Background: an optimization exercise with open tools, aiming at small area, a short achievable clock period and few clock cycles. Do not read the settings as production practice. The RTL was checked by simulation tests, not by an equivalence proof against the original design. No activity file was given, so power comes from the tool's default toggle rates.

File: design/flow/config.mk
export PLATFORM = sky130hd
export DESIGN_NAME = vec_accel
export DESIGN_NICKNAME = vec_accel
export VERILOG_FILES = /design/flow/design.v
export SDC_FILE = /design/flow/constraint.sdc
export NUM_CORES = 4
export LEC_CHECK = 0
export ABC_CLOCK_PERIOD_IN_PS = 3500
export CAP_MARGIN = 20
export CORE_MARGIN = 2
export CORE_UTILIZATION = 40
export CTS_CLUSTER_DIAMETER = 106
export CTS_CLUSTER_SIZE = 22
export PLACE_DENSITY = 0.6
export SLEW_MARGIN = 20
File: design/flow/constraint.sdc
create_clock -name core_clock -period 10.0 [get_ports {clk}]
set_input_delay 2.0000 -clock core_clock [delete_from_list [all_inputs] [get_ports {clk}]]
set_output_delay 2.0000 -clock core_clock [all_outputs]
set_load 0.01 [all_outputs]
File: design/flow/design.v
`timescale 1ns/1ps
module vector_element_alu_x1 (
        input  logic [7:0] A,
        input  logic [7:0] B,
        input  logic [2:0] sel,
        output logic [7:0] R,
        output logic [3:0] MHI
    );
    logic [7:0] add_sub_out;
    logic [7:0] mlo;
    assign add_sub_out = A + (B ^ {8{sel[0]}}) + {7'd0, sel[0]};
    assign mlo         = A * {4'd0, B[3:0]};
    assign MHI         = A[3:0] * B[7:4];
    always_comb begin
        case (sel)
            3'b000, 3'b001, 3'b011: R = add_sub_out;
            3'b010:                 R = mlo;
            3'b100:                 R = A & B;
            3'b101:                 R = A | B;
            3'b110:                 R = A ^ B;
            default:                R = ~A;
        endcase
    end
endmodule
module vector_element_alu_x2 (
        input  logic [7:0] R,
        input  logic [3:0] MHI,
        input  logic [2:0] sel,
        output logic [7:0] S
    );
    always_comb begin
        case (sel)
            3'b010:  S = {R[7:4] + MHI, R[3:0]};
            3'b011:  S = {{7{R[7]}}, |R};
            default: S = R;
        endcase
    end
endmodule
`timescale 1ns/1ps
module vec_accel (
        input  logic       clk,
        input  logic       rst_l,
        input  logic [7:0] in_data,
        input  logic       in_valid,
        output logic       in_ready,
        output logic [7:0] out_data,
        output logic       out_valid
    );
    localparam int LANES = 4;               
    localparam int K     = 16 / LANES;      
    localparam int KB    = $clog2(K);
    localparam int LB    = $clog2(LANES);
    localparam int CW    = 8 * LANES;       
    localparam int D     = 3;               
    localparam int WS    = K - D;           
    localparam int Q     = 4;               
    localparam int QB    = $clog2(Q);
    localparam int NR    = 16;              
    logic [KB-1:0] phase;
    always_ff @(posedge clk, negedge rst_l)
        if (!rst_l) phase <= '0;
        else        phase <= phase + 1'b1;
    logic [NR-1:0][K-1:0][CW-1:0] ring;
    logic [NR-1:0] wr_en;
    logic [CW-1:0] wr_data;
    genvar gr, gs;
    generate
        for (gr = 0; gr < NR; gr++) begin : g_reg
            for (gs = 0; gs < K; gs++) begin : g_stage
                if (gs == WS) begin : g_w
                    always_ff @(posedge clk)
                        ring[gr][gs] <= wr_en[gr] ? wr_data : ring[gr][(gs + 1) % K];
                end else begin : g_s
                    always_ff @(posedge clk)
                        ring[gr][gs] <= ring[gr][(gs + 1) % K];
                end
            end
        end
    endgenerate
    typedef enum logic [2:0] {S_LO, S_HI, S_LEN, S_SCAL, S_VEC} fstate_t;
    typedef enum logic [3:0] {
        F_NOP, F_LOAD, F_BCAST, F_RET, F_MOV, F_VVI, F_VV, F_VSI, F_VSA, F_RED
    } fkind_t;
    fstate_t    fst;
    fkind_t     fk;
    logic [7:0] inst_lo, inst_hi;
    logic [4:0] len_r;
    logic [7:0] scal_r;
    logic [3:0] idx;
    logic       vec_last;
    logic       vec_last2;      
    logic [15:0][7:0] imm;
    logic [15:0] imm_we_oh;
    logic [7:0] imm_byte_q;
    logic       imm_owned;
    logic       imm_release;
    logic [Q-1:0] cnt_res;      
    logic        push_d;        
    logic        p_valid;       
    logic        pop;
    fkind_t hi_kind;
    always_comb begin
        hi_kind = F_NOP;
        if (!inst_lo[7]) begin
            if (inst_lo[6:4] == 3'b001)      hi_kind = F_LOAD;
            else if (inst_lo[6:4] == 3'b010) hi_kind = F_BCAST;
        end else begin
            case (in_data[7:4])
                4'b0001: hi_kind = F_RET;
                4'b0010: hi_kind = F_MOV;
                4'b1110: hi_kind = F_VVI;
                4'b1010: hi_kind = F_VV;
                4'b1111: hi_kind = F_VSI;
                4'b1011: hi_kind = F_VSA;
                4'b1001, 4'b1000: hi_kind = F_RED;
                default: hi_kind = F_NOP;
            endcase
        end
    end
    logic take;
    assign take = in_valid && in_ready;
    fstate_t     fst_n;
    logic [3:0]  idx_n;
    logic        vec_last_n, imm_owned_n;
    logic [Q-1:0] cnt_res_n;
    logic        full_n;
    always_comb begin
        push_d      = 1'b0;
        fst_n       = fst;
        idx_n       = idx;
        vec_last_n  = vec_last;
        imm_owned_n = imm_owned && !imm_release;
        if (take) begin
            case (fst)
                S_LO: fst_n = S_HI;
                S_HI: begin
                    push_d = hi_kind == F_RET || hi_kind == F_MOV || hi_kind == F_VV ||
                             hi_kind == F_VSA || hi_kind == F_RED;
                    if (hi_kind == F_LOAD || hi_kind == F_BCAST || hi_kind == F_VVI)
                        fst_n = S_LEN;
                    else if (hi_kind == F_VSI)
                        fst_n = S_SCAL;
                    else
                        fst_n = S_LO;
                end
                S_LEN: begin
                    idx_n      = '0;
                    vec_last_n = in_data[4:0] == 5'd1;
                    if (fk == F_BCAST)
                        fst_n = S_SCAL;
                    else if (in_data[4:0] == 5'd0) begin
                        push_d = 1'b1;
                        fst_n  = S_LO;
                    end else
                        fst_n = S_VEC;
                end
                S_SCAL: begin
                    push_d = 1'b1;
                    fst_n  = S_LO;
                end
                S_VEC: begin
                    if (idx == 4'd0)
                        imm_owned_n = 1'b1;
                    idx_n      = idx + 1'b1;
                    vec_last_n = vec_last2;
                    if (vec_last) begin
                        push_d = 1'b1;
                        fst_n  = S_LO;
                    end
                end
                default: fst_n = S_LO;
            endcase
        end
        case ({push_d, pop})
            2'b10: begin
                cnt_res_n = {cnt_res[Q-2:0], 1'b1};
                full_n    = cnt_res[Q-2];
            end
            2'b01: begin
                cnt_res_n = {1'b0, cnt_res[Q-1:1]};
                full_n    = 1'b0;
            end
            default: begin
                cnt_res_n = cnt_res;
                full_n    = cnt_res[Q-1];
            end
        endcase
    end
    always_ff @(posedge clk, negedge rst_l) begin
        if (!rst_l) begin
            fst       <= S_LO;
            fk        <= F_NOP;
            idx       <= '0;
            vec_last  <= 1'b0;
            vec_last2 <= 1'b0;
            imm_we_oh <= '0;
            imm_owned <= 1'b0;
            p_valid   <= 1'b0;
            cnt_res   <= '0;
            in_ready  <= 1'b1;
        end else begin
            imm_we_oh <= (take && fst == S_VEC) ? 16'(1) << idx : '0;
            p_valid   <= push_d;
            cnt_res   <= cnt_res_n;
            fst       <= fst_n;
            idx       <= idx_n;
            vec_last  <= vec_last_n;
            if (take && fst == S_LEN)
                vec_last2 <= in_data[4:0] == 5'd2;
            else if (take && fst == S_VEC)
                vec_last2 <= {1'b0, idx} + 5'd3 == len_r;
            imm_owned <= imm_owned_n;
            if (take && fst == S_HI)
                fk <= hi_kind;
            in_ready  <= !(fst_n != S_LO && !(fst_n == S_VEC && !vec_last_n) && full_n) &&
                         !(fst_n == S_VEC && imm_owned_n &&
                           ((take && fst == S_LEN) || (!take && idx == 4'd0)));
        end
    end
    always_ff @(posedge clk) begin
        if (take && fst == S_LO) inst_lo <= in_data;
        if (take && fst == S_HI) inst_hi <= in_data;
        if (take && fst == S_LEN) len_r <= in_data[4:0];
        if (take && fst == S_SCAL) scal_r <= in_data;
        imm_byte_q <= in_data;
        for (int i = 0; i < 16; i++)
            if (imm_we_oh[i])
                imm[i] <= imm_byte_q;
    end
    localparam logic [1:0] B_VB = 2'd0, B_IMM = 2'd1, B_SCAL = 2'd2, B_ACC = 2'd3;
    typedef struct packed {
        logic [3:0] a;
        logic [3:0] b;
        logic [2:0] op;         
        logic [1:0] bsel;
        logic       mask;       
        logic [4:0] len;
        logic [7:0] scal;
        logic       we;         
        logic       zero_a;
        logic       red;
        logic       red_ret;
        logic       own_imm;
        logic       ret;        
    } op_t;
    logic [15:0][4:0] vlen;
    logic [4:0] la, lb, lnew;
    op_t        pe;
    logic       lwe;
    always_ff @(posedge clk) begin
        if (fst == S_HI) begin
            la <= vlen[inst_lo[3:0]];
            lb <= vlen[in_data[3:0]];
        end
    end
    always_comb begin
        pe         = '0;
        pe.a       = inst_lo[3:0];
        pe.b       = inst_hi[3:0];
        pe.op      = inst_lo[6:4];
        pe.len     = len_r;
        pe.scal    = scal_r;
        lwe        = 1'b0;
        lnew       = len_r;
        case (fk)
            F_LOAD: begin
                pe.we = 1'b1; pe.zero_a = 1'b1; pe.op = 3'b101; pe.bsel = B_IMM; pe.mask = 1'b1;
                pe.own_imm = len_r != 5'd0;
                lwe = 1'b1; lnew = len_r;
            end
            F_BCAST: begin
                pe.we = 1'b1; pe.zero_a = 1'b1; pe.op = 3'b101; pe.bsel = B_SCAL; pe.mask = 1'b1;
                lwe = 1'b1; lnew = len_r;
            end
            F_MOV: begin
                pe.we = 1'b1; pe.zero_a = 1'b1; pe.op = 3'b101; pe.bsel = B_VB;
                lwe = 1'b1; lnew = lb;
            end
            F_RET: begin
                pe.ret = 1'b1; pe.zero_a = 1'b1; pe.op = 3'b101; pe.bsel = B_VB; pe.len = lb;
            end
            F_VVI: begin
                pe.we = 1'b1; pe.bsel = B_IMM; pe.mask = 1'b1;
                pe.own_imm = len_r != 5'd0;
                lwe = 1'b1; lnew = (la > len_r) ? la : len_r;
            end
            F_VV: begin
                pe.we = 1'b1; pe.bsel = B_VB;
                lwe = 1'b1; lnew = (la > lb) ? la : lb;
            end
            F_VSI: begin
                pe.we = 1'b1; pe.bsel = B_SCAL;
            end
            F_VSA: begin
                pe.we = 1'b1; pe.bsel = B_ACC;
            end
            F_RED: begin
                pe.red = 1'b1; pe.red_ret = inst_hi[4]; pe.len = la;
            end
            default: ;
        endcase
    end
    always_ff @(posedge clk)
        if (p_valid && lwe)
            vlen[inst_lo[3:0]] <= lnew;
    typedef struct packed {
        logic [3:0] kind;
        logic [3:0] a;
        logic [2:0] op;
        logic [4:0] len;
        logic [7:0] pay;
    } qent_t;
    localparam int QEW = 24;             
    logic [Q-1:0][QEW-1:0] qmem;
    qent_t ce, qc;
    always_comb begin
        ce      = '0;
        ce.kind = fk;
        ce.a    = inst_lo[3:0];
        ce.op   = (fk == F_RED) ? {inst_hi[4], inst_lo[5:4]} : inst_lo[6:4];
        ce.len  = pe.len;
        ce.pay  = (fk == F_BCAST || fk == F_VSI) ? scal_r : {4'd0, inst_hi[3:0]};
    end
    logic [QB-1:0] q_wp, q_rp;
    logic [Q-1:0]  q_cnt;          
    logic          q_ne;           
    assign q_ne = q_cnt[0];
    always_ff @(posedge clk)
        if (p_valid)
            qmem[q_wp] <= ce;
    always_ff @(posedge clk, negedge rst_l) begin
        if (!rst_l) begin
            q_wp  <= '0;
            q_rp  <= '0;
            q_cnt <= '0;
        end else begin
            if (p_valid) q_wp <= (q_wp == QB'(Q - 1)) ? '0 : q_wp + 1'b1;
            if (pop)     q_rp <= (q_rp == QB'(Q - 1)) ? '0 : q_rp + 1'b1;
            case ({p_valid, pop})
                2'b10: q_cnt <= {q_cnt[Q-2:0], 1'b1};
                2'b01: q_cnt <= {1'b0, q_cnt[Q-1:1]};
                default: ;
            endcase
        end
    end
    op_t qh;
    assign qc = qmem[q_rp];
    always_comb begin
        qh      = '0;
        qh.a    = qc.a;
        qh.b    = qc.pay[3:0];
        qh.op   = qc.op;
        qh.len  = qc.len;
        qh.scal = qc.pay;
        case (qc.kind)
            F_LOAD: begin
                qh.we = 1'b1; qh.zero_a = 1'b1; qh.op = 3'b101; qh.bsel = B_IMM; qh.mask = 1'b1;
                qh.own_imm = qc.len != 5'd0;
            end
            F_BCAST: begin
                qh.we = 1'b1; qh.zero_a = 1'b1; qh.op = 3'b101; qh.bsel = B_SCAL; qh.mask = 1'b1;
            end
            F_MOV: begin
                qh.we = 1'b1; qh.zero_a = 1'b1; qh.op = 3'b101; qh.bsel = B_VB;
            end
            F_RET: begin
                qh.ret = 1'b1; qh.zero_a = 1'b1; qh.op = 3'b101; qh.bsel = B_VB;
            end
            F_VVI: begin
                qh.we = 1'b1; qh.bsel = B_IMM; qh.mask = 1'b1;
                qh.own_imm = qc.len != 5'd0;
            end
            F_VV:  begin qh.we = 1'b1; qh.bsel = B_VB; end
            F_VSI: begin qh.we = 1'b1; qh.bsel = B_SCAL; end
            F_VSA: begin qh.we = 1'b1; qh.bsel = B_ACC; end
            F_RED: begin
                qh.red = 1'b1; qh.red_ret = qc.op[2]; qh.op = {1'b0, qc.op[1:0]};
            end
            default: ;
        endcase
    end
    op_t           cur;
    logic          busy;
    logic [KB-1:0] scnt;
    logic [4:0] out_cnt;
    logic       out_nz;         
    logic [3:0] out_idx;
    logic [3:0] out_dly;
    logic       red_pending;
    logic [7:0] red_byte;
    logic [7:0] acc;
    logic x_valid, x_first, x_last, x_red, x_red_ret;
    logic y_valid, y_first, y_last, y_red, y_red_ret;
    logic red_busy, hazard, start, pop_ret, rgo, rgo_pend, rgo_direct;
    logic          rbusy;           
    logic [KB-1:0] rcnt;
    logic [3:0]    pb;              
    logic          cur_uses_b, qh_uses_b;
    logic          rpend;
    logic [3:0]    rp_b;
    logic [4:0]    rp_len;
    logic          go_free;         
    assign cur_uses_b = cur.we && cur.bsel == B_VB;
    assign qh_uses_b  = qh.we && qh.bsel == B_VB;
    assign red_busy = red_pending || (busy && cur.red && cur.red_ret) ||
                      (x_red && x_red_ret) || (y_red && y_red_ret) ||
                      (z_red && z_red_ret);
    assign go_free  = !out_nz && !red_busy && (!rbusy || rcnt == KB'(K - 1));
    logic cur_reading;
    assign cur_reading = busy && scnt != KB'(K - 1);
    assign rgo_pend = rpend && go_free &&
                      !(cur_reading && (cur_uses_b || (cur.we && cur.a == rp_b)));
    always_comb begin
        hazard = 1'b0;
        if (qh.bsel == B_ACC && !qh.red &&
            ((busy && cur.red && !cur.red_ret) || (x_red && !x_red_ret) ||
             (y_red && !y_red_ret)))
            hazard = 1'b1;
        if (qh_uses_b && ((rbusy && rcnt != KB'(K - 1)) || rgo_pend))
            hazard = 1'b1;
        if (rpend && ((qh.we && qh.a == rp_b) || qh.ret || (qh.red && qh.red_ret)))
            hazard = 1'b1;
        if (qh.red && qh.red_ret && red_busy)
            hazard = 1'b1;
    end
    assign start      = q_ne && !qh.ret && (!busy || scnt == KB'(K - 1)) && !hazard;
    assign pop_ret    = q_ne && qh.ret && !hazard;
    assign rgo_direct = pop_ret && qh.len != 5'd0 && go_free &&
                        !(cur_reading && (cur_uses_b || (cur.we && cur.a == qh.b)));
    assign rgo        = rgo_pend || rgo_direct;
    assign pop        = start || pop_ret;
    always_ff @(posedge clk, negedge rst_l) begin
        if (!rst_l) begin
            rbusy <= 1'b0;
            rcnt  <= '0;
            rpend <= 1'b0;
        end else begin
            if (rgo) begin
                rbusy <= 1'b1;
                rcnt  <= '0;
            end else if (rbusy) begin
                rcnt <= rcnt + 1'b1;
                if (rcnt == KB'(K - 1))
                    rbusy <= 1'b0;
            end
            if (rgo_pend)
                rpend <= 1'b0;
            if (pop_ret && qh.len != 5'd0 && !rgo_direct)
                rpend <= 1'b1;
        end
    end
    always_ff @(posedge clk) begin
        if (pop_ret) begin
            rp_b   <= qh.b;
            rp_len <= qh.len;
        end
        if (rgo)
            pb <= rgo_pend ? rp_b : qh.b;
        else if (start && qh_uses_b)
            pb <= qh.b;
    end
    logic imm_rel_done;     
    assign imm_release = busy && cur.own_imm && !imm_rel_done &&
                         (phase == '0 || scnt == KB'(K - 3));
    always_ff @(posedge clk, negedge rst_l)
        if (!rst_l)
            imm_rel_done <= 1'b0;
        else if (start)
            imm_rel_done <= 1'b0;
        else if (imm_release)
            imm_rel_done <= 1'b1;
    always_ff @(posedge clk, negedge rst_l) begin
        if (!rst_l) begin
            busy <= 1'b0;
            scnt <= '0;
        end else begin
            if (start) begin
                busy <= 1'b1;
                scnt <= '0;
            end else if (busy) begin
                scnt <= scnt + 1'b1;
                if (scnt == KB'(K - 1))
                    busy <= 1'b0;
            end
        end
    end
    always_ff @(posedge clk)
        if (start)
            cur <= qh;
    logic [CW-1:0] head_a, head_b, imm_c;
    logic [NR-1:0][CW-1:0] heads;
    logic [K-1:0][CW-1:0]  obuf;
    logic [3:0]            cur_a;
    generate
        for (gr = 0; gr < NR; gr++) begin : g_head
            assign heads[gr] = ring[gr][0];
        end
    endgenerate
    assign cur_a  = cur.a;
    assign head_a = heads[cur_a];
    assign head_b = heads[pb];
    always_ff @(posedge clk) begin
        for (int i = 0; i < K - 1; i++)
            obuf[i] <= obuf[i + 1];
        obuf[K - 1] <= rbusy ? head_b : obuf[0];
    end
    logic [4:0] lane0;
    assign lane0 = 5'(phase) * 5'(LANES);
    always_comb
        for (int l = 0; l < LANES; l++)
            imm_c[l*8 +: 8] = imm[4'(lane0 + 5'(l))];
    logic [CW-1:0]    r_b, r_a;
    logic [LANES-1:0] r_in;
    logic [7:0]       r_ident;      
    always_comb
        case (cur.op[1:0])
            2'b00, 2'b01: r_ident = 8'h00;
            2'b10:        r_ident = 8'h7f;
            default:      r_ident = 8'h80;
        endcase
    always_comb begin
        for (int l = 0; l < LANES; l++) begin
            r_in[l] = lane0 + 5'(l) < cur.len;
            case (cur.bsel)
                B_VB:    r_b[l*8 +: 8] = head_b[l*8 +: 8];
                B_IMM:   r_b[l*8 +: 8] = imm_c[l*8 +: 8];
                B_SCAL:  r_b[l*8 +: 8] = cur.scal;
                default: r_b[l*8 +: 8] = acc;
            endcase
            if (cur.mask && !r_in[l])
                r_b[l*8 +: 8] = 8'h00;
            if (cur.zero_a)
                r_a[l*8 +: 8] = 8'h00;
            else if (cur.red && !r_in[l])
                r_a[l*8 +: 8] = r_ident;
            else
                r_a[l*8 +: 8] = head_a[l*8 +: 8];
        end
    end
    logic [CW-1:0]    x_a, x_b;
    logic [2:0]       x_op;
    logic [NR-1:0]    x_we, y_we;
    logic [LANES-1:0] x_rmask;
    always_ff @(posedge clk, negedge rst_l) begin
        if (!rst_l) begin
            x_valid   <= 1'b0;
            x_first   <= 1'b0;
            x_last    <= 1'b0;
            x_red     <= 1'b0;
            x_red_ret <= 1'b0;
            x_we      <= '0;
            y_valid   <= 1'b0;
            y_first   <= 1'b0;
            y_last    <= 1'b0;
            y_red     <= 1'b0;
            y_red_ret <= 1'b0;
            y_we      <= '0;
        end else begin
            x_valid   <= busy;
            x_first   <= busy && scnt == '0;
            x_last    <= busy && scnt == KB'(K - 1);
            x_red     <= busy && cur.red;
            x_red_ret <= busy && cur.red && cur.red_ret;
            x_we      <= '0;
            if (busy) begin
                if (cur.we)  x_we[cur.a] <= 1'b1;
            end
            y_valid   <= x_valid;
            y_first   <= x_first;
            y_last    <= x_last;
            y_red     <= x_red;
            y_red_ret <= x_red_ret;
            y_we      <= x_we;
        end
    end
    always_ff @(posedge clk) begin
        x_op    <= cur.op;
        x_a     <= r_a;
        x_b     <= r_b;
        x_rmask <= r_in;
    end
    logic [2:0]                y_op;
    logic [LANES-1:0][7:0]     y_res;
    logic [LANES-1:0][3:0]     y_mhi;
    logic [LANES-1:0][7:0]     x_res;
    logic [LANES-1:0][3:0]     x_mhi;
    genvar gl;
    generate
        for (gl = 0; gl < LANES; gl++) begin : g_lane
            vector_element_alu_x1 alu1 (
                .A(x_a[gl*8 +: 8]),
                .B(x_b[gl*8 +: 8]),
                .sel(x_op),
                .R(x_res[gl]),
                .MHI(x_mhi[gl])
            );
            vector_element_alu_x2 alu2 (
                .R(y_res[gl]),
                .MHI(y_mhi[gl]),
                .sel(y_op),
                .S(wr_data[gl*8 +: 8])
            );
        end
    endgenerate
    always_ff @(posedge clk) begin
        y_op  <= x_op;
        y_res <= x_res;
        y_mhi <= x_mhi;
    end
    assign wr_en = y_we;
    function automatic logic [7:0] rcomb(input logic [1:0] op, input logic [7:0] p,
                                         input logic [7:0] q);
        logic lt;
        lt = $signed(p) < $signed(q);
        case (op)
            2'b00:   rcomb = p + q;
            2'b01:   rcomb = p | q;
            2'b10:   rcomb = lt ? p : q;
            default: rcomb = lt ? q : p;
        endcase
    endfunction
    logic [1:0] x_rop, y_rop, z_rop;
    assign x_rop = x_op[1:0];
    logic [LANES/2-1:0][7:0] y_pair;
    logic [7:0] z_part, racc, rnext;
    logic z_first, z_last, z_red, z_red_ret;
    always_ff @(posedge clk) begin
        for (int l = 0; l < LANES / 2; l++)
            y_pair[l] <= rcomb(x_rop, x_a[16*l +: 8], x_a[16*l+8 +: 8]);
        y_rop  <= x_rop;
        z_part <= rcomb(y_rop, y_pair[0], y_pair[1]);
        z_rop  <= y_rop;
    end
    always_ff @(posedge clk, negedge rst_l) begin
        if (!rst_l) begin
            z_first   <= 1'b0;
            z_last    <= 1'b0;
            z_red     <= 1'b0;
            z_red_ret <= 1'b0;
        end else begin
            z_first   <= y_first;
            z_last    <= y_last;
            z_red     <= y_red;
            z_red_ret <= y_red_ret;
        end
    end
    assign rnext = z_first ? z_part : rcomb(z_rop, racc, z_part);
    always_ff @(posedge clk) begin
        if (z_red)
            racc <= rnext;
        if (z_red && z_last && !z_red_ret)
            acc <= rnext;
        if (z_red && z_red_ret && z_last)
            red_byte <= rnext;
    end
    logic [KB-1:0] out_stage;
    logic [CW-1:0] out_chunk;
    logic          out_emit;
    logic          out_dz;      
    assign out_chunk = obuf[out_stage];
    assign out_emit  = out_nz && out_dz;
    always_ff @(posedge clk, negedge rst_l) begin
        if (!rst_l) begin
            out_cnt     <= '0;
            out_nz      <= 1'b0;
            out_stage   <= '0;
            out_idx     <= '0;
            out_dly     <= '0;
            out_dz      <= 1'b1;
            red_pending <= 1'b0;
            out_valid   <= 1'b0;
            out_data    <= 8'h00;
        end else begin
            out_valid <= 1'b0;
            if (out_dly != 4'd0)
                out_dly <= out_dly - 1'b1;
            out_dz <= out_dly <= 4'd1;
            out_stage <= out_stage - 1'b1 +
                         KB'(out_emit && out_idx[LB-1:0] == LB'(LANES - 1));
            if (out_emit) begin
                out_valid <= 1'b1;
                out_data  <= out_chunk[out_idx[LB-1:0]*8 +: 8];
                out_idx   <= out_idx + 1'b1;
                out_cnt   <= out_cnt - 1'b1;
                out_nz    <= out_cnt != 5'd1;
            end else if (!out_nz && red_pending) begin
                out_valid   <= 1'b1;
                out_data    <= red_byte;
                red_pending <= 1'b0;
            end
            if (rgo) begin
                out_cnt   <= rgo_pend ? rp_len : qh.len;
                out_nz    <= 1'b1;
                out_idx   <= '0;
                out_stage <= ~phase;
                out_dly <= 4'(K);
                out_dz  <= 1'b0;
            end
            if (z_red && z_red_ret && z_last)
                red_pending <= 1'b1;
        end
    end
endmodule
File: design/flow/flow/run.sh
#!/bin/bash
set -euo pipefail
MARGIN=6.7
sed "s/CLKGATE_MAP_FILE= /CLKGATE_MAP_FILE= SETUP_SLACK_MARGIN=${MARGIN} /" standard.sh > standard_margin.sh
bash standard_margin.sh > flow.log 2>&1
File: design/flow/standard.sh
#!/bin/bash
# synth_recipe.tcl (not shown) runs the flow's synth.tcl, then flattens the netlist and writes it again
# the make line also repeats each setting of config.mk as NAME=value (left out here)
make -C /OpenROAD-flow-scripts/flow DESIGN_CONFIG=/design/flow/config.mk WORK_HOME=/design/flow/orfs CLKGATE_MAP_FILE= SYNTH_SCRIPT=/design/flow/synth_recipe.tcl "${@:-finish}"
==> results.toml, run 1 <==
[clock_tree]
cts_root_buf = "clkbuf_16"
postCtsHoldBufs = 0
clk_pin_slew_ns = 0.09
cts_max_path_buffers = 3
clock_sinks = 2856
cts_tree = "built"
insertion_delay_ns = 0.87
htreeDepth = 4
cts_made_buffers = 150

[floorplan]
fp.dieW_um = 497
ioPinCount = 21
dieHeight_um = 497
coreArea_um2 = 241000
die-area_um2 = 247000
start_util = 0.403
fp-row-count = 180

[yosys]
synth_cells = 7293
yosysMostFrequentCell = "dfxtp_1"
async_reset_ff_frac = 0.0431
yosysTopAreaCell = "dfxtp_1"
syn-cell-area_um2 = 97100
mappedNetlistNets = 7641
avgSynthCellArea_um2 = 13.3
synth_ff_type = "dfxtp_1"
yosys_warnings = 3
synth.area.top_cells = "dfxtp_1 48%, edfxtp_1 13%, mux4_2 10%, ha_1 3.7%, a21oi_1 3.2%"
synth.top_cell.area_share = 0.480
yosysSeqAreaShare = 0.637
synth_cell_types = 88
synth-edff-count = 405
synthTopCellsByCount = "2328 x dfxtp_1, 622 x a21oi_1, 615 x nor2_1"
synth_seq_cells = 2856

[layout]
seqCellArea_um2 = 62000
fillers = 21600
multi_input_area_um2 = 33100
final_nets = 7603
drive_above_1_share = 0.157
syn2layout_area_growth_pct = 9.39

[placed_design]
gp_congestion = 0.934
dpl.hpwl_um = 163000
io_buffers = 20

[drt]
wirelength_um = 255000
detail-route-antenna-nets = 0
post_drt_wl_per_cell_um = 24.3
route.detailed.drc = 0
vias = 56500
viasPerCell = 5.38
drtIter0Drc = 5136
dr.pass1.iters = 6

[power_and_ir_drop]
powerDensity_nw_per_um2 = 351
p_leak_uw = 0.0418
ir_worst_vdd_mv = 0.220

[critical_path]
endpoint = "in_ready"
regToRegSetupSlack_ns = 6.78
required_ns = 8.00
path_cells = "buf_6"
cp-start-kind = "flop"
cp_max_fo = 2
worst_path_max_delay_cell = "dfstp_2"
startpoint = "in_ready"
critPathArrivalTime_ns = 1.49
cpPeakStageDelay_ns = 0.56
reg2reg_depth = 7
critPathBufInv = 1
critPathTopFamily = "flip-flops"
setup.worst_path.class = "flop to output pin"
r2r-start = "pb[1]"
path_depth = 1
worst_setup_path_end_kind = "output pin"
r2r_end = "x_b[27]"

[timing]
fin_skew_ns = 0.0743
rsz0062_at_grt = "yes"
fin_crit_sh = 0.349
fin_crit_ns = 3.49
setup_viol = 0
final-max-slew-violation-count = 0
hold_violations = 0
holdWs_ns = 0.282
fin_setup_tns_ns = 0
relSlewSlack = 0.240
worst_pin_slew_ns = 1.14
fmax_mhz = 286

[global_route]
grt_remaining_overflow = 0
antenna_found_initial = 10
grt_usage = 0.203
grt_start_max_net_pins = 81
grt_pass1_vias = 56500
grt_pass1_wl_um = 378000

[worst_hold_path]
hold_path.class = "flop to flop"

[run_status]
outcome = "timing/DRC/antenna clean"

[run]
maxCapViolations = 0
[sequential cells by signal (all words and copies together), names as in the netlist, 16 cells and up]
| signal | cells |
|---|---|
| cur | 28 |
| imm | 128 |
| imm_we_oh | 16 |
| obuf | 128 |
| qmem | 96 |
| ring | 2048 |
| vlen | 80 |
| x_a | 32 |
| x_b | 32 |
| x_we | 16 |
| y_mhi | 16 |
| y_pair | 16 |
| y_res | 32 |
| y_we | 16 |
[how the worst min path moves through the flow]
stage / cells past startpoint / slack (ns) / end / from
3_3_place_gp: 0 / 0.31 / ring[1820] / ring[1852]
4_1_cts: 0 / 0.28 / ring[139] / ring[171]
5_1_grt: 0 / 0.29 / ring[139] / ring[171]
2_1_floorplan: 0 / 0.31 / ring[0] / ring[32]
6_report: 0 / 0.28 / ring[1799] / ring[1831]
3_5_place_dp: 0 / 0.31 / ring[1869] / ring[1901]
[area by class of cell]
class	count	area share
multi-input cells	3759	0.311
well taps	3185	0.0375
clock buffers	180	0.0371
repair buffers	190	0.0162
inverters	297	0.0107
clock inverters	19	0.00372
diodes	4	0.0000942
repair inverters	1	0.0000471
flip-flops and latches	2856	0.583
[repair_timing]
item / 4_1_cts / 5_1_grt
cloned: 3 / 1
endpoints found under the setup margin: 303 / 232
buffers inserted: 23 / 41
pin swaps: 9 / 19
gates resized for setup: 140 / 79
[cells by family after synthesis]
| family | count (synthesis) | synth area share |
|---|---|---|
| flip-flops | 2856 | 0.637 |
| AO/OA/AOI/OAI | 1288 | 0.0820 |
| AND/OR/NAND/NOR | 1191 | 0.0526 |
| multiplexers | 767 | 0.139 |
| buffers and inverters | 678 | 0.0266 |
| adder cells (fa/ha/maj) | 337 | 0.0471 |
| XOR/XNOR | 176 | 0.0159 |
[per-layer routing]
layer  GRT usage  share of wire  up-vias
li1            -              -    25700
met1       0.284           0.45    28700
met4      0.0647          0.034        2
met5           0       0.000051        -
met3      0.0304          0.058      405
met2       0.325           0.46     1660
[per-stage QoR]
stage	cells	utilization	area (um^2)	setup slack [ns]	power, uW
2_1_floorplan	7293	-	97300	5.65	25700
3_3_place_gp	10200	0.418	101000	5.02	30100
3_5_place_dp	10200	0.419	101000	5.06	30500
4_1_cts	10400	0.438	106000	6.44	37200
5_1_grt	10500	0.441	106000	6.45	39300
6_report	10500	0.441	106000	6.51	37300
[layout by cell type (no fill, tap or decap), drive strengths merged, types with 24 or more instances in the layout]
master      n
buf       184
mux2      207
edfxtp    405
ha        289
nor2      616
o21ai     168
inv       295
nand3      35
a22oi      28
xnor2     122
fa         48
mux4      445
a21o       51
xor2       54
mux2i     115
a211oi     32
nor3       32
dfrtp     121
dfxtp    2328
o211a      33
a21oi     622
nand2b     45
a31oi      39
nand2     332
o22ai      61
o2bb2ai    68
clkbuf    182
a221oi     35
a22o       24
[where the power goes]
group	switching, uW	total (uW)	internal (uW)	leakage, uW
Sequential	2300	18200	15900	0.0244
Clock	3700	6570	2880	0.00209
Combinational	7430	12600	5130	0.0153
Testbench counts, summed over its fixed seeds: cycles 24,302.
==> run 2: changes to the inputs <==
--- a/design/flow/config.mk
+++ b/design/flow/config.mk
@@ -10,6 +10,6 @@
 export CORE_MARGIN = 2
 export CORE_UTILIZATION = 40
 export CTS_CLUSTER_DIAMETER = 106
-export CTS_CLUSTER_SIZE = 22
+export CTS_CLUSTER_SIZE = 25
 export PLACE_DENSITY = 0.6
 export SLEW_MARGIN = 20
==> results.toml, run 2 <==
[critical_path]
cp-start-kind = "flop"
worst_setup_path_end_kind = "output pin"
reg2reg_depth = 7
path_cells = "buf_6"
critPathTopFamily = "flip-flops"
cpPeakStageDelay_ns = 0.56
r2r_end = "x_b[27]"
required_ns = 8.00
critPathArrivalTime_ns = 1.49
regToRegSetupSlack_ns = 6.77
setup.worst_path.class = "flop to output pin"
critPathBufInv = 1
worst_path_max_delay_cell = "dfstp_2"
cp_max_fo = 2
r2r-start = "pb[1]"

[yosys]
mappedNetlistNets = 7641
avgSynthCellArea_um2 = 13.3
yosysMostFrequentCell = "dfxtp_1"
synth.top_cell.area_share = 0.480
syn-cell-area_um2 = 97100
yosysTopAreaCell = "dfxtp_1"
synth_cell_types = 88
async_reset_ff_frac = 0.0431
synth_ff_type = "dfxtp_1"
synth_cells = 7293
synth.area.top_cells = "dfxtp_1 48%, edfxtp_1 13%, mux4_2 10%, ha_1 3.7%, a21oi_1 3.2%"
synth-edff-count = 405
synth_seq_cells = 2856
yosys_warnings = 3
synthTopCellsByCount = "2328 x dfxtp_1, 622 x a21oi_1, 615 x nor2_1"
yosysSeqAreaShare = 0.637

[timing]
relSlewSlack = 0.233
final-max-slew-violation-count = 0
worst_pin_slew_ns = 1.15
rsz0062_at_grt = "yes"
fmax_mhz = 286
fin_crit_ns = 3.49
setup_viol = 0
fin_crit_sh = 0.349
hold_violations = 0
fin_skew_ns = 0.0711
fin_setup_tns_ns = 0

[layout]
final_cell_mix = "2293 x dfxtp_1, 612 x a21oi_1, 606 x nor2_1, 441 x mux4_2, 405 x edfxtp_1"
max_flop_register = "ring"
mostFrequentLayoutCell = "dfxtp_1"
drive_above_1_share = 0.156
reg_top3 = "ring: 2048 flops, imm: 128 flops, obuf: 128 flops"
fillers = 21600
fin_cells = 10500
syn2layout_area_growth_pct = 9.03
largest_reg_flops = 2048
final_nets = 7597

[placed_design]
dp_cells = 10200
io_buffers = 20
gp_congestion = 0.934
dpl.hpwl_um = 163000

[global_route]
grt_usage = 0.203
grt_start_max_net_pins = 81
antenna_found_initial = 3
grt_remaining_overflow = 0
grt_pass1_wl_um = 377000
grt_pass1_vias = 56500

[worst_hold_path]
min_from = "ring[1405]"
hold_path.class = "flop to flop"
hold_end = "ring[1373]"
min_path_cells = 0

[clock_tree]
insertion_delay_ns = 0.87
clock_sinks = 2856
postCtsHoldBufs = 0
cts_made_buffers = 135
clk_pin_slew_ns = 0.10
cts_root_buf = "clkbuf_16"
cts_tree = "built"
cts_max_path_buffers = 3
htreeDepth = 4

[floorplan]
die-area_um2 = 247000
start_util = 0.403
ioPinCount = 21
fp-row-count = 180
coreArea_um2 = 241000
dieHeight_um = 497
fp.dieW_um = 497

[run_status]
outcome = "timing/DRC/antenna clean"

[drt]
dr.pass1.iters = 6
wirelength_um = 255000
viasPerCell = 5.39
vias = 56500
detail-route-antenna-nets = 0
drtIter0Drc = 4894
post_drt_wl_per_cell_um = 24.3
route.detailed.drc = 0

[power_and_ir_drop]
ir_worst_vdd_mv = 0.216
p_leak_uw = 0.0416
powerDensity_nw_per_um2 = 349

[run]
maxCapViolations = 0
-- run 2: cell counts after synthesis --
No cell type changed its count.
-- run 2: worst max path at each step --
| stage | start | endpoint | cells past startpoint |
|---|---|---|---|
| detailed placement | in_data[2] | in_ready | 10 |
| finish | in_ready | in_ready | 1 |
| global route | in_ready | in_ready | 1 |
| global placement | in_data[2] | in_ready | 10 |
| CTS | in_ready | in_ready | 1 |
| floorplan | p_valid | vlen[0] | 2 |
-- run 2: logic make-up (layout without fill, tap and decap cells) --
family | count (synthesis) | in the layout | synth area share
flops | 2856 | 2856 | 0.637
simple gates | 1191 | 1191 | 0.0526
buf+inv | 678 | 679 | 0.0266
compound gates | 1288 | 1288 | 0.0820
xor+xnor | 176 | 176 | 0.0159
mux | 767 | 767 | 0.139
fa+ha+maj | 337 | 337 | 0.0471
other cells | 0 | 6 | 0
-- run 2: metrics by stage --
stage	util	power, uW	hold WS [ns]	setup WS, ns	cell area, um^2
after floorplan	-	25700	0.310	5.65	97300
after global placement	0.418	30100	0.310	5.02	101000
after detailed placement	0.419	30500	0.312	5.06	101000
after CTS	0.437	36900	0.303	6.44	105000
after global routing	0.439	38900	0.301	6.43	106000
final	0.440	37000	0.302	6.51	106000
-- run 2: metal layers --
layer	wire length (um)	vias to the layer above	GRT usage
li1	-	25600	-
met2	117000	1666	0.324
met1	113000	28800	0.284
met4	8630	0	0.0649
met3	15500	372	0.0297
met5	0	-	0
-- run 2: layout make-up --
cell class | count | area, um^2 | share of cell area
antenna | 6 | 15.0 | 0.000142
multi-input combinational | 3759 | 33100 | 0.312
clock buffer | 160 | 3490 | 0.0330
clock inverter | 22 | 422 | 0.00398
tap | 3185 | 3990 | 0.0376
sequential | 2856 | 62000 | 0.585
timing repair buffer | 199 | 1770 | 0.0167
inverter | 297 | 1140 | 0.0107
timing repair inverter | 1 | 5.00 | 0.0000473
-- run 2: power by group --
part	internal [uW]	switching, uW
Combinational	5140	7430
Sequential	15900	2290
Clock	2570	3640
-- run 2: repair_timing --
| item | 4_1_cts | 5_1_grt |
|---|---|---|
| gates cloned | 3 | 1 |
| setup buffers | 27 | 46 |
| resized for setup | 140 | 79 |
| pin swaps | 8 | 18 |
| endpoints found under the setup margin | 302 | 231 |
-- run 2: worst reg2reg max path, delay by kind of cell, from the launching register on --
kind                   cells  cell delay [ns]
DFF                        1             0.39
muxes                      3             1.34
buffers and inverters      3             1.21
AOI/OAI and AO/OA          1             0.20
==> run 3: changes to the inputs <==
--- a/design/flow/design.v
+++ b/design/flow/design.v
@@ -197,7 +197,7 @@
             imm_owned <= 1'b0;
             p_valid   <= 1'b0;
             cnt_res   <= '0;
-            in_ready  <= 1'b1;
+            in_ready  <= 1'b0;
         end else begin
             imm_we_oh <= (take && fst == S_VEC) ? 16'(1) << idx : '0;
             p_valid   <= push_d;
==> results.toml, run 3 <==
[global_route]
grt_remaining_overflow = 0
grt_usage = 0.200
grt_pass1_vias = 56200
grt_start_max_net_pins = 120
grt_pass1_wl_um = 373000
antenna_found_initial = 13

[critical_path]
cpPeakStageDelay_ns = 0.42
path_cells = "buf_2"
worst_setup_path_end_kind = "output pin"
critPathTopFamily = "flip-flops"
startpoint = "out_data[0]"
r2r-start = "x_b[3]"
worst_path_max_delay_cell = "dfrtp_1"
cp_max_fo = 2
required_ns = 8.00
cp-start-kind = "flop"
critPathBufInv = 1
critPathArrivalTime_ns = 1.41
setup.worst_path.class = "flop to output pin"

[layout]
final_cell_mix = "2293 x dfxtp_1, 616 x a21oi_1, 610 x nor2_1, 441 x mux4_2, 405 x edfxtp_1"
stdcell_area_um2 = 106000
largest_reg_flops = 2048
drive_above_1_share = 0.153
max_flop_register = "ring"
mostFrequentLayoutCell = "dfxtp_1"
seqCellArea_um2 = 62000
syn2layout_area_growth_pct = 8.85
fillers = 21700
final_nets = 7583
multi_input_area_um2 = 33000
reg_top3 = "ring: 2048 flops, imm: 128 flops, obuf: 128 flops"

[timing]
fin_setup_tns_ns = 0
final-max-slew-violation-count = 0
fin_skew_ns = 0.0498
setup_viol = 0
fin_crit_ns = 3.41
relSlewSlack = 0.255
hold_violations = 0
fin_crit_sh = 0.341
rsz0062_at_grt = "yes"
worst_pin_slew_ns = 1.11
fmax_mhz = 293

[drt]
vias = 56100
dr.pass1.iters = 6
detail-route-antenna-nets = 0
drtIter0Drc = 4948
post_drt_wl_per_cell_um = 24.1
route.detailed.drc = 0
viasPerCell = 5.36
wirelength_um = 252000

[yosys]
avgSynthCellArea_um2 = 13.3
synth_ff_type = "dfxtp_1"
synth.area.top_cells = "dfxtp_1 48%, edfxtp_1 13%, mux4_2 10%, ha_1 3.7%, a21oi_1 3.2%"
synth-simple-area-share = 0.0526
mappedNetlistNets = 7641
synth_cell_types = 88
synth-xor-area-share = 0.0159
yosysSeqAreaShare = 0.637
async_reset_ff_frac = 0.0431
synth-edff-count = 405
synth.top_cell.area_share = 0.480
synth_seq_cells = 2856
synth_top_family_by_area = "multiplexers"
yosys_warnings = 3
synth_cells = 7293
synth_compound_area_frac = 0.0820
synthTopCellsByCount = "2328 x dfxtp_1, 622 x a21oi_1, 615 x nor2_1"
yosysTopAreaCell = "dfxtp_1"
yosys.area_share.adder = 0.0471
syn-cell-area_um2 = 97100
yosysMostFrequentCell = "dfxtp_1"
muxShareOfSynthArea = 0.139

[clock_tree]
clock_sinks = 2856
htreeDepth = 4
cts_tree = "built"
insertion_delay_ns = 0.86
clk_pin_slew_ns = 0.09
cts_root_buf = "clkbuf_16"
cts_made_buffers = 135
cts_max_path_buffers = 3
postCtsHoldBufs = 0

[power_and_ir_drop]
ir_worst_vdd_mv = 0.203
powerDensity_nw_per_um2 = 348
p_leak_uw = 0.0416

[floorplan]
die-area_um2 = 247000
ioPinCount = 21
fp.dieW_um = 497
dieHeight_um = 497
coreArea_um2 = 241000
start_util = 0.403
fp-row-count = 180

[placed_design]
gp_congestion = 0.910
placed_area_um2 = 101000
io_buffers = 20
dpl.hpwl_um = 162000

[run]
maxCapViolations = 0

[worst_hold_path]
hold_path.class = "flop to flop"
min_from = "ring[431]"

[run_status]
outcome = "timing/DRC/antenna clean"
[run 3: changes by cell type in the layout (fill, tap and decap cells not counted), moves of 4 or more]
cell,before,now
a21oi_1,612,616
buf_12,10,6
buf_4,153,145
nor2_1,606,610
nor2_2,9,4
buf_2,9,5
buf_6,19,15
diode_2,6,2
clkbuf_1,24,19
[run 3: layout make-up]
type	count	area share
timing repair inverter	1	0.0000473
clock buffer	154	0.0326
multi-input combinational	3759	0.312
sequential	2856	0.586
inverter	297	0.0107
tap	3185	0.0377
clock inverter	22	0.00395
timing repair buffer	185	0.0163
antenna	2	0.0000473
[run 3: power by group]
group,internal (uW),switching [uW]
Sequential,15900,2340
Clock,2550,3640
Combinational,5130,7230
Total,23600,13200
[run 3: timing repair]
item,in CTS,in global routing
setup endpoints to repair,252,128
resized for setup,153,58
pin swaps,8,7
endpoints found under the hold margin,0,0
cloned,6,1
setup buffers,20,30
[run 3: cells by family (layout without fill, tap and decap cells)]
family,count (synthesis),in the layout
multiplexers,767,767
flip-flops,2856,2856
AO/OA/AOI/OAI,1288,1288
other,0,2
AND/OR/NAND/NOR,1191,1191
adder cells (fa/ha/maj),337,337
XOR/XNOR,176,176
buffers and inverters,678,659
[run 3: layer usage]
layer	wire (um)	up-vias	share of wire	GRT usage
met4	6700	2	0.027	0.0548
met1	114000	28600	0.45	0.281
met5	13	-	0.000052	0
met3	13400	345	0.053	0.0250
met2	118000	1543	0.47	0.327
li1	-	25600	-	-
[run 3: path summary, 6_finish.rpt]
path / cells past startpoint / slack, ns / end
max: 1 / 6.59 / out_data[0]
min: 0 / 0.29 / ring[399]
max reg2reg: 12 / 6.79 / y_res[7]
min reg2reg: 0 / 0.29 / ring[399]
max in group asynchronous: 2 / 7.48 / y_we[1]
min in group asynchronous: 1 / 1.14 / out_valid
[run 3: per-stage QoR]
step / setup slack (ns) / cells / hold WS (ns) / util / power (uW)
after floorplan: 5.65 / 7293 / 0.310 / - / 25800
after global placement: 4.99 / 10200 / 0.310 / 0.419 / 30100
after detailed placement: 4.99 / 10200 / 0.312 / 0.419 / 30400
after CTS: 6.52 / 10400 / 0.289 / 0.437 / 36800
after global routing: 6.52 / 10500 / 0.293 / 0.439 / 38800
final: 6.59 / 10500 / 0.287 / 0.439 / 36800
[run 3: worst register-to-register path: cells and delay by family, from the launching register on]
kind / cells / cell delay [ns]
buf+inv: 1 / 0.05
xor+xnor: 1 / 0.11
compound gates: 6 / 1.00
fa+ha+maj: 3 / 1.26
simple gates: 1 / 0.12
flops: 1 / 0.52
Testbench counts of run 3, summed over its fixed seeds: cycles 24,302.
==> run 4: changes to the inputs <==
==> design/flow/flow/run.sh (replaced) <==
#!/bin/bash
set -euo pipefail
MARGIN=6.65
sed "s/CLKGATE_MAP_FILE= /CLKGATE_MAP_FILE= SETUP_SLACK_MARGIN=${MARGIN} /" standard.sh > standard_margin.sh
bash standard_margin.sh > flow.log 2>&1
==> results.toml, run 4 <==
[power_and_ir_drop]
p_switching_uw = 13200
power_frac_clock = 0.167
internal_power_uw = 23500
p_comb_frac = 0.339
swShare = 0.359
powerDensity_nw_per_um2 = 348
ir_worst_vdd_mv = 0.216
total_power_uw = 36700
p_seq_frac = 0.495
p_leak_uw = 0.0415

[clock_tree]
cts_max_path_buffers = 3
insertion_delay_ns = 0.83
clk_pin_slew_ns = 0.10
cts_root_buf = "clkbuf_16"
clock_sinks = 2856
htreeDepth = 4
cts_made_buffers = 134
cts_tree = "built"

[critical_path]
critPathArrivalTime_ns = 4.09
required_ns = 10.69
worst_setup_path_end_kind = "flop"
path_depth = 11
critPathBufInv = 1
reg2reg_depth = 6
cpPeakStageDelay_ns = 0.36
cp_max_fo = 10
setup.worst_path.class = "input port to flop"
cp-start-kind = "input port"
path_cells = "buf_4, xnor2_2, a22oi_1, mux2_4, a32o_1, o311ai_4, ha_4, nor2b_4, a22o_1, nand3_1, o311a_1"
endpoint = "in_ready"
startpoint = "in_data[6]"
r2r-start = "pb[1]"
regToRegSetupSlack_ns = 6.71
critPathTopFamily = "compound AO/OA/AOI/OAI gates"
r2r_end = "x_b[17]"
worst_path_max_delay_cell = "o311ai_4"

[layout]
max_flop_register = "ring"
final_cell_mix = "2295 x dfxtp_1, 617 x a21oi_1, 608 x nor2_1, 441 x mux4_2, 405 x edfxtp_1"
syn2layout_area_growth_pct = 8.60
fin_cells = 10500
final_nets = 7581
post-route-util = 0.438
fillers = 21700
multi_input_area_um2 = 33000
drive_above_1_share = 0.152
reg_top3 = "ring: 2048 flops, imm: 128 flops, obuf: 128 flops"
largest_reg_flops = 2048
seqCellArea_um2 = 62000
mostFrequentLayoutCell = "dfxtp_1"

[yosys]
yosysSeqAreaShare = 0.637
yosysMostFrequentCell = "dfxtp_1"
yosys_warnings = 3
async_reset_ff_frac = 0.0431
syn-cell-area_um2 = 97100
synth-xor-area-share = 0.0159
synth_seq_cells = 2856
synth_ff_type = "dfxtp_1"
yosys.area_share.adder = 0.0471
yosysTopAreaCell = "dfxtp_1"
synth-edff-count = 405
synth_top_family_by_area = "multiplexers"
synth_compound_area_frac = 0.0820
muxShareOfSynthArea = 0.139
mappedNetlistNets = 7641
synth_cell_types = 88
synth_cells = 7293
synth-simple-area-share = 0.0526
synth.area.top_cells = "dfxtp_1 48%, edfxtp_1 13%, mux4_2 10%, ha_1 3.7%, a21oi_1 3.2%"
synthTopCellsByCount = "2328 x dfxtp_1, 622 x a21oi_1, 615 x nor2_1"
synth.top_cell.area_share = 0.480
avgSynthCellArea_um2 = 13.3

[timing]
setup_viol = 0
hold_violations = 0
fin_crit_ns = 3.39
fin_setup_tns_ns = 0
rsz0062_at_grt = "yes"
fmax_mhz = 295
fin_crit_sh = 0.339
fin_skew_ns = 0.0627
holdWs_ns = 0.277
worst_pin_slew_ns = 1.09
final-max-slew-violation-count = 0
relSlewSlack = 0.273

[global_route]
grt_remaining_overflow = 0
grt_start_max_net_pins = 101
antenna_found_initial = 16
grt_pass1_wl_um = 368000
grt_pass1_vias = 55900
grt_usage = 0.197

[placed_design]
dpl.hpwl_um = 159000
gp_congestion = 0.910
io_buffers = 20
dp_cells = 10200

[floorplan]
ioPinCount = 21
start_util = 0.403
fp.dieW_um = 497
die-area_um2 = 247000
dieHeight_um = 497
fp-row-count = 180
coreArea_um2 = 241000

[drt]
detail-route-antenna-nets = 0
wirelength_um = 247000
post_drt_wl_per_cell_um = 23.6
dr.pass1.iters = 8
viasPerCell = 5.34
vias = 55800
route.detailed.drc = 0
drtIter0Drc = 4639

[run_status]
outcome = "timing/DRC/antenna clean"

[run]
maxCapViolations = 0

[worst_hold_path]
hold_path.class = "flop to flop"
## run 4: cell counts after synthesis
Identical to the previous run, type by type.
## run 4: per-layer routing
layer  track usage  up-vias  routed length [um]
li1              -    25600                   -
met1         0.273    28300              112000
met2         0.317     1582              115000
met3        0.0328      335               13500
met4        0.0573        4                6920
met5             0        -                  26
## run 4: worst register-to-register path, cell delays in order, from the launching register on
cell and delay [ns]:
edfxtp_1 0.39, buf_6 0.51, buf_6 0.64, mux4_2 0.43, mux4_2 0.66, mux2_2 0.35, o211a_1 0.21
## run 4: power groups by stage
stage	Sequential [uW]	Combinational (uW)	Clock (uW)
2_1_floorplan	17200	8500	0
3_3_place_gp	18200	11900	0
3_5_place_dp	18300	12100	0
4_1_cts	18100	12300	6260
5_1_grt	18600	13400	6670
6_report	18100	12400	6110
## run 4: area by class of cell
cell class,instances,area share
timing repair buffer,184,0.0153
inverter,297,0.0107
timing repair inverter,1,0.0000474
clock inverter,19,0.00283
sequential,2856,0.588
antenna,4,0.0000949
clock buffer,160,0.0329
multi-input combinational,3759,0.313
tap,3185,0.0378
## run 4: worst min-delay path by stage
stage / start / endpoint / depth (start not counted)
after floorplan: ring[32] / ring[0] / 0
after global placement: ring[1442] / ring[1410] / 0
after detailed placement: ring[1393] / ring[1361] / 0
after CTS: ring[61] / ring[29] / 0
after global routing: ring[61] / ring[29] / 0
final: ring[61] / ring[29] / 0
## run 4: cell families after synthesis
family	after synthesis
xor+xnor	176
simple gates	1191
mux	767
buf+inv	678
fa+ha+maj	337
flops	2856
compound gates	1288
## run 4: per-stage QoR
| stage | cell area, um^2 | worst slack, ns |
|---|---|---|
| CTS | 105000 | 6.52 |
| detailed placement | 101000 | 5.06 |
| finish | 105000 | 6.61 |
| floorplan | 97300 | 5.65 |
| global route | 105000 | 6.55 |
| global placement | 101000 | 4.98 |
## run 4: what timing repair did
| item | CTS | global route |
|---|---|---|
| setup endpoints to repair | 228 | 138 |
| resized for setup | 105 | 78 |
| buffers inserted | 9 | 37 |
| pin swaps | 2 | 8 |
| gates cloned | 3 | 2 |
| hold buffers | 0 | 0 |
==> run 5: changes to the inputs <==
==> design/flow/flow/run.sh (replaced) <==
#!/bin/bash
set -euo pipefail
MARGIN=6.7
sed "s/CLKGATE_MAP_FILE= /CLKGATE_MAP_FILE= SETUP_SLACK_MARGIN=${MARGIN} /" standard.sh > standard_margin.sh
bash standard_margin.sh > flow.log 2>&1
--- a/design/flow/config.mk
+++ b/design/flow/config.mk
@@ -9,7 +9,7 @@
 export CAP_MARGIN = 20
 export CORE_MARGIN = 2
 export CORE_UTILIZATION = 40
-export CTS_CLUSTER_DIAMETER = 106
+export CTS_CLUSTER_DIAMETER = 150
 export CTS_CLUSTER_SIZE = 25
 export PLACE_DENSITY = 0.6
 export SLEW_MARGIN = 20
==> results.toml, run 5 <==
[run_status]
outcome = "timing/DRC/antenna clean"

[critical_path]
required_ns = 8.00
worst_path_max_delay_cell = "dfrtp_1"
path_cells = "buf_2"
critPathArrivalTime_ns = 1.39
cp-start-kind = "flop"
worst_setup_path_end_kind = "output pin"
cp_max_fo = 2
setup.worst_path.class = "flop to output pin"
critPathBufInv = 1
cpPeakStageDelay_ns = 0.42
critPathTopFamily = "flip-flops"
regToRegSetupSlack_ns = 6.79

[yosys]
synthTopCellsByCount = "2328 x dfxtp_1, 622 x a21oi_1, 615 x nor2_1"
syn-cell-area_um2 = 97100
synth.area.top_cells = "dfxtp_1 48%, edfxtp_1 13%, mux4_2 10%, ha_1 3.7%, a21oi_1 3.2%"
yosysMostFrequentCell = "dfxtp_1"
synth_cells = 7293
synth.top_cell.area_share = 0.480
avgSynthCellArea_um2 = 13.3
synth_cell_types = 88
yosysSeqAreaShare = 0.637
yosys_warnings = 3
synth_ff_type = "dfxtp_1"
async_reset_ff_frac = 0.0431
yosysTopAreaCell = "dfxtp_1"
synth-edff-count = 405
mappedNetlistNets = 7641
synth_seq_cells = 2856

[timing]
fin_ws_ns = 6.61
setup_viol = 0
fin_crit_ns = 3.39
final-max-slew-violation-count = 0
fmax_mhz = 295
fin_skew_ns = 0.0537
worst_pin_slew_ns = 1.10
relSlewSlack = 0.263
rsz0062_at_grt = "yes"
fin_crit_sh = 0.339
fin_setup_tns_ns = 0
hold_violations = 0

[drt]
drtIter0Drc = 4909
wl_met2_um = 118000
vias = 56200
top_layer = "met5"
viasPerCell = 5.37
route.met3.wl_um = 13600
dr.pass1.iters = 9
detail-route-antenna-nets = 0
m1WireLength_um = 114000
wirelength_um = 252000
post_drt_wl_per_cell_um = 24.1
route.detailed.drc = 0

[placed_design]
post-place-ws_ns = 4.99
io_buffers = 20
gp_congestion = 0.910
dpl.hpwl_um = 162000

[floorplan]
start_util = 0.403
dieHeight_um = 497
fp.dieW_um = 497
coreArea_um2 = 241000
fp-row-count = 180
die-area_um2 = 247000
ioPinCount = 21

[clock_tree]
cts_max_path_buffers = 3
cts_tree = "built"
cts_made_buffers = 132
insertion_delay_ns = 0.84
clk_pin_slew_ns = 0.09
cts_root_buf = "clkbuf_16"
htreeDepth = 4
postCtsHoldBufs = 0
clock_sinks = 2856

[power_and_ir_drop]
powerDensity_nw_per_um2 = 347
ir_worst_vdd_mv = 0.199
total_power_uw = 36600
p_leak_uw = 0.0415

[global_route]
grt_start_max_net_pins = 120
grt_pass1_vias = 56200
grt_remaining_overflow = 0
antenna_found_initial = 12
grt_pass1_wl_um = 373000
grt_usage = 0.200

[layout]
seqCellArea_um2 = 62000
multi_input_area_um2 = 33000
reg_top3 = "ring: 2048 flops, imm: 128 flops, obuf: 128 flops"
final_cell_mix = "2294 x dfxtp_1, 616 x a21oi_1, 609 x nor2_1, 441 x mux4_2, 405 x edfxtp_1"
syn2layout_area_growth_pct = 8.73
largest_reg_flops = 2048
mostFrequentLayoutCell = "dfxtp_1"
drive_above_1_share = 0.153
final_nets = 7587
fillers = 21700
max_flop_register = "ring"

[run]
maxCapViolations = 0

[worst_hold_path]
hold_path.class = "flop to flop"
## run 5: cell counts after synthesis
No cell type changed its count.
## run 5: final timing paths
kind	startpoint	endpoint	cells past startpoint
max in group asynchronous	rst_l	p_valid	2
hold / removal	ring[759]	ring[727]	0
setup / recovery	out_data[0]	out_data[0]	1
setup reg to reg	x_b[3]	y_res[7]	12
hold reg to reg	ring[759]	ring[727]	0
min in group asynchronous	rst_l	out_valid	1
## run 5: cell families after synthesis
family / synth area share
AOI/OAI and AO/OA: 0.0820
buffers and inverters: 0.0266
xor gates and xnor gates: 0.0159
DFF: 0.637
adders and majority gates: 0.0471
muxes: 0.139
and+or+nand+nor: 0.0526
## run 5: stage by stage
step	cell area, um^2	utilization	hold slack, ns	std cells
floorplan	97300	-	0.310	7293
global placement	101000	0.419	0.310	10200
detailed placement	101000	0.419	0.312	10200
CTS	105000	0.436	0.304	10400
global route	106000	0.438	0.309	10500
finish	106000	0.438	0.301	10500
## run 5: layer usage
layer  track usage  up-vias
met5             0        -
met4        0.0547        2
met3        0.0260      339
met2         0.326     1586
met1         0.280    28600
li1              -    25600
## run 5: cell type report
type	instances	area share
Antenna cell	2	0.0000474
Clock buffer	156	0.0325
Clock inverter	13	0.00239
Inverter	297	0.0107
Multi-Input combinational cell	3759	0.313
Sequential cell	2856	0.587
Tap cell	3185	0.0377
Timing Repair Buffer	192	0.0170
Timing Repair inverter	1	0.0000474
## run 5: power by group
part / switching (uW) / internal, uW / total, uW
logic: 7240 / 5140 / 12400
registers: 2340 / 15900 / 18200
clock network: 3530 / 2490 / 6030
total: 13100 / 23500 / 36600
## run 5: repair_timing
action                     CTS  global route
buffers inserted            23            34
gates resized for setup    151            61
setup endpoints to repair  245           166
pin swaps                    9             7
hold endpoints to repair     0             0
cloned                       6             1

## re-timing with driven ports
Ports are ideal in the flow. The routed layouts listed here were re-timed in OpenROAD. Step 1: set_driving_cell puts a clkbuf_16 on clk and a buf_2 on each other input, an assumption about the parent block. Step 2, shift: input delay + t, output delay - t, t = (earliest + latest rising clock arrival at the registers) / 2. This alone moves slack from input paths to output paths. Slacks: ideal / step 1 / step 2; pairs: ideal / step 1.
| run | t (ns) | slack for setup (ns) | worst register clock-pin slew, ns |
|---|---|---|---|
| run 1 | 0.923 | 6.509 / 6.421 / 5.868 | 0.10 / 0.10 |
| run 2 | 0.922 | 6.509 / 6.420 / 5.844 | 0.11 / 0.11 |
| run 3 | 0.919 | 6.592 / 6.507 / 5.859 | 0.11 / 0.11 |
| run 4 | 0.889 | 6.608 / 6.541 / 5.781 | 0.12 / 0.12 |
| run 5 | 0.905 | 6.611 / 6.524 / 5.832 | 0.12 / 0.12 |
After both steps every run listed still meets setup and hold. For run 4, which loses most, drivers alone change the setup slack by -0.067 ns; drivers and shift together by -0.827 ns.
